Source: an optimization exercise on an open RTL-to-GDS flow (aim: small area and a short achievable clock period). Production flows keep margins and buffers that such runs may drop. Only simulation tests tie the RTL to the original design; equivalence was not proved. Power and IR drop assume default switching activity.

== rev 12 ==
==> flow/design.v (excerpt) <==
module mips_id_ex(
    input  wire        clk,
    input  wire        rst,
    input  wire        wb_reg_write,
    input  wire [4:0]  wb_write_reg_location,
    input  wire [31:0] mem_wb_write_data,
    input  wire [31:0] if_id_instr,
    input  wire [31:0] if_id_npc,
    output wire [1:0]  ex_mem_wb,
    output wire        ex_mem_branch,
    output wire        ex_mem_memread,
    output wire        ex_mem_memwrite,
    output wire [31:0] ex_mem_npc,
    output wire        ex_mem_zero,
    output wire [31:0] ex_mem_alu_result,
    output wire [31:0] ex_mem_rdata2,
    output wire [4:0]  ex_mem_write_reg
);
Size: ~1300 flip-flops, ~0.055 mm2 of cells after synthesis.
Settings: LEC_CHECK=0, ABC_AREA=0, CAP_MARGIN=20, CORE_MARGIN=2, CORE_UTILIZATION=40, SETUP_SLACK_MARGIN=3.0, SLEW_MARGIN=20; clock period 5.0 ns.
run.sh (not shown) runs the stock make flow with config.mk's settings and CLKGATE_MAP_FILE= SYNTH_SCRIPT=/design/flow/synth_recipe.tcl, a recipe that flattens the netlist after the stock synthesis.
Setup changes, rev 12 to rev 13
- swapping 0 for 1 in ABC_AREA
- swapping 3.0 for 2.7 in SETUP_SLACK_MARGIN
Findings:
- Rev 13 finished all stages; the layout is clean.
- Between rev 12 and rev 13, total power increased.
- The final worst-path cycle share in rev 13 was lower than what rev 12 gave.
- Non-clock buffer count delta for rev 13 relative to rev 12: about 35% lower
- Start point of the critical path = id0.id_ex_rs_val[19]: rev 12; start point of the critical path = if_id_instr[20]: rev 13
- Rev 13 ended with more critical path buffer and inverter count than rev 12.
- Rev 12 vs rev 13, termination of the worst setup path: ex0.ex_mem_zero vs id0.id_ex_b[2]
- Rev 13 vs rev 12 — combinational share of power rose 0.4 points.
- After detailed routing, rev 12 needs less wire than rev 13.

mips_id_ex, a different RTL version from the one above (not shown whole).
Size: ~210 I/O pins, roughly 54000 um^2 of cells after synthesis.
make LEC_CHECK=0 ABC_AREA=0 CAP_MARGIN=20 CORE_MARGIN=2 CORE_UTILIZATION=40 CTS_CLUSTER_DIAMETER=118 CTS_CLUSTER_SIZE=24 SETUP_SLACK_MARGIN=2.6 SLEW_MARGIN=20 SYNTH_HIERARCHICAL=1 SYNTH_MINIMUM_KEEP_SIZE=0 finish   # period 5.0 ns
The starting point finished with timing, DRC and antenna clean.
Edit:
- CTS_CLUSTER_DIAMETER: 118 -> unset
- CTS_CLUSTER_SIZE: 24 -> unset
- SETUP_SLACK_MARGIN: 2.6 -> 2.85
=> Hold slack loses 0.0066 ns. Count of clock-buffer cells in the layout goes up by 74. Clock skew goes up by 0.0094 ns. Fmax rises by a few percent. Synthesized cell count stays the same. Setup slack improves by 0.075 ns. Die area is unchanged. Power goes up by a quarter to a third. Final area is higher by a little under a tenth. Sequential share of layout area falls by 4.4 points.
Edit:
- SETUP_SLACK_MARGIN: 2.85 -> 2.6
Effect: The new run completed without violations. Design area is lower by 4.3%. Wire length is lower by 9.0%. Clock skew barely changes. Sequential share of layout area is higher by 2.1 points. Flip-flop and latch count does not change. Count of clock-buffer cells in the layout is lower by 7.

Setup of wip/xenon:
mips_id_ex, a different RTL version from the one above (not shown whole).
For scale: roughly 4,000 cells after synthesis, roughly 1,300 flip-flops, ~210 I/O pins, roughly 0.054 mm2 of cells after synthesis.
clock: 5.0 ns
lec_check: 0
abc_area: 0
abc_clock_period_in_ps: 2500
cap_margin: 20
core_margin: 2
core_utilization: 40
setup_slack_margin: 2.0
slew_margin: 20
Both conditions hold for wip/xenon: the flow ran to the end and the final layout passed the timing, design-rule and antenna checks.
Modified inputs, wip/quartz compared to wip/xenon
# wip/xenon
export LEC_CHECK = 0
export ABC_AREA = 0
export ABC_CLOCK_PERIOD_IN_PS = 2500
export CAP_MARGIN = 20
export CORE_MARGIN = 2
export CORE_UTILIZATION = 40
export SETUP_SLACK_MARGIN = 2.0
export SLEW_MARGIN = 20
create_clock -name core_clock -period 5.0 [get_ports {clk}]
# wip/quartz
export LEC_CHECK = 0
export ABC_AREA = 0
export CAP_MARGIN = 20
export CORE_MARGIN = 2
export CORE_UTILIZATION = 40
export SLEW_MARGIN = 20
create_clock -name core_clock -period 5.0 [get_ports {clk}]
==> comparison <==
- In summary, wip/quartz completed successfully, with a layout that passed the timing, design-rule and antenna checks.
- A worst-path cell with the longest stage delay of sky130_fd_sc_hd__dfxtp_2 is what wip/quartz shows, while sky130_fd_sc_hd__dfxtp_4 belongs to wip/xenon.
- Relative to wip/xenon, worst slack at placement has gone up in wip/quartz.
- Sort wip/quartz and wip/xenon by total via count in the routed design, descending, and wip/xenon comes first.
- Looking at total buffers and inverters traversed by the critical path, wip/quartz sits 3 below wip/xenon.
- Between wip/quartz and wip/xenon, it is wip/quartz whose fraction of power consumed by combinational cells is lower, by 0.3 points.
- wip/quartz has less setup slack than wip/xenon.
- The lower routed wire length of wip/quartz and wip/xenon is in wip/quartz.
- [compare] base=wip/xenon new=wip/quartz: global-route usage went down 1.9 points, portion of total power attributed to the clock network went down 0.5 points.
- The total stage count of the critical path of wip/quartz falls short of that of wip/xenon by 2.
- Cmp wip/quartz and wip/xenon / cell count / lower: wip/quartz

mips_id_ex, a different RTL version from the one above (not shown whole).
Size in the first run: about 3800 cells after synthesis.
clock: 5.0 ns
lec_check: 0
abc_area: 0
cap_margin: 20
core_margin: 2
core_utilization: 40
setup_slack_margin: 2.85
slew_margin: 20
synth_hierarchical: 1
synth_minimum_keep_size: 0
The starting point ran to the end with no violations.
Change:
SETUP_SLACK_MARGIN = 2.6   (was 2.85)
Result: Die area stays the same; clock skew came out higher by 0.0085 ns; clock power is about the same; first-iteration DRC count came out lower by 1.7%; register-to-register slack gets worse by 0.11 ns; core utilization came out lower by 2.3 points; via count came out lower by 3.5%; critical path depth came out lower by 1; wire length came out lower by 3.4%.

mips_id_ex, a different RTL version from the one above (not shown whole).
Size in the first run: roughly 3700 cells after synthesis, about 54000 um^2 of cells after synthesis.
==> flow/config.mk <==
export PLATFORM = sky130hd
export DESIGN_NAME = mips_id_ex
export DESIGN_NICKNAME = mips_id_ex
export VERILOG_FILES = /design/flow/design.v
export SDC_FILE = /design/flow/constraint.sdc
export NUM_CORES = 4
export LEC_CHECK = 0
export ABC_AREA = 0
export CAP_MARGIN = 20
export CORE_MARGIN = 2
export CORE_UTILIZATION = 40
export CTS_CLUSTER_DIAMETER = 150
export CTS_CLUSTER_SIZE = 24
export SETUP_SLACK_MARGIN = 2.6
export SLEW_MARGIN = 20
export SYNTH_HIERARCHICAL = 1
export SYNTH_MINIMUM_KEEP_SIZE = 0
==> flow/constraint.sdc <==
create_clock -name core_clock -period 5.0 [get_ports {clk}]
set_input_delay 1.0000 -clock core_clock [delete_from_list [all_inputs] [get_ports {clk}]]
set_output_delay 1.0000 -clock core_clock [all_outputs]
set_load 0.01 [all_outputs]
The starting point never finished: it broke off in global routing (5_1_grt) with GRT-0232.
Rerun with:
Settings changed: CTS_CLUSTER_DIAMETER 150 to not set, CTS_CLUSTER_SIZE 24 to not set.
Result: With this change the flow completed without violations. Synthesized cell count is unchanged. Area after synthesis is unchanged.

[port drivers added, routing unchanged]
Ports are ideal in the flow. The routed layouts listed here were re-timed in OpenROAD. Step 1 (the two cells are an assumption about what drives the block):
set clk [get_ports {clk}]
set_driving_cell -lib_cell sky130_fd_sc_hd__clkbuf_16 $clk
set_driving_cell -lib_cell sky130_fd_sc_hd__buf_2 [delete_from_list [all_inputs] $clk]
Step 2 also shifts input and output timing later by t, the mid clock arrival at the registers, as if the neighbouring blocks saw the same clock. Three values: ideal ports, drivers, drivers and shift; two values: the first two.
run | shift t [ns] | setup WS [ns] | worst setup path at the end | worst register clock-pin slew, ns
rev 12 | 0.887 | 2.341 / 2.213 / 1.326 | input to register | 0.07 / 0.07
rev 13 | 0.905 | 2.635 / 2.558 / 1.754 | input to register | 0.07 / 0.07
the first run of note 2 | 0.803 | 2.532 / 2.565 / 1.786 | input to register | 0.10 / 0.10
the second run of note 2 | 0.831 | 2.607 / 2.569 / 1.738 | input to register | 0.07 / 0.07
the third run of note 2 | 0.856 | 2.514 / 2.568 / 1.715 | input to register | 0.07 / 0.07
wip/xenon | 0.867 | 1.562 / 1.562 / 1.008 | input to register | 0.07 / 0.07
wip/quartz | 0.863 | 0.832 / 0.832 / 0.542 | input to register | 0.07 / 0.07
the first run of note 4 | 0.873 | 2.558 / 2.586 / 1.712 | input to register | 0.07 / 0.07
the second run of note 4 | 0.861 | 2.490 / 2.536 / 1.675 | input to register | 0.07 / 0.07
the second run of note 5 | 0.865 | 2.471 / 2.512 / 1.647 | input to register | 0.07 / 0.07
After both steps setup and hold are still met in every run listed. The setup slack of rev 12, which loses most, moves by -0.128 ns with the drivers and by -1.015 ns with both steps.
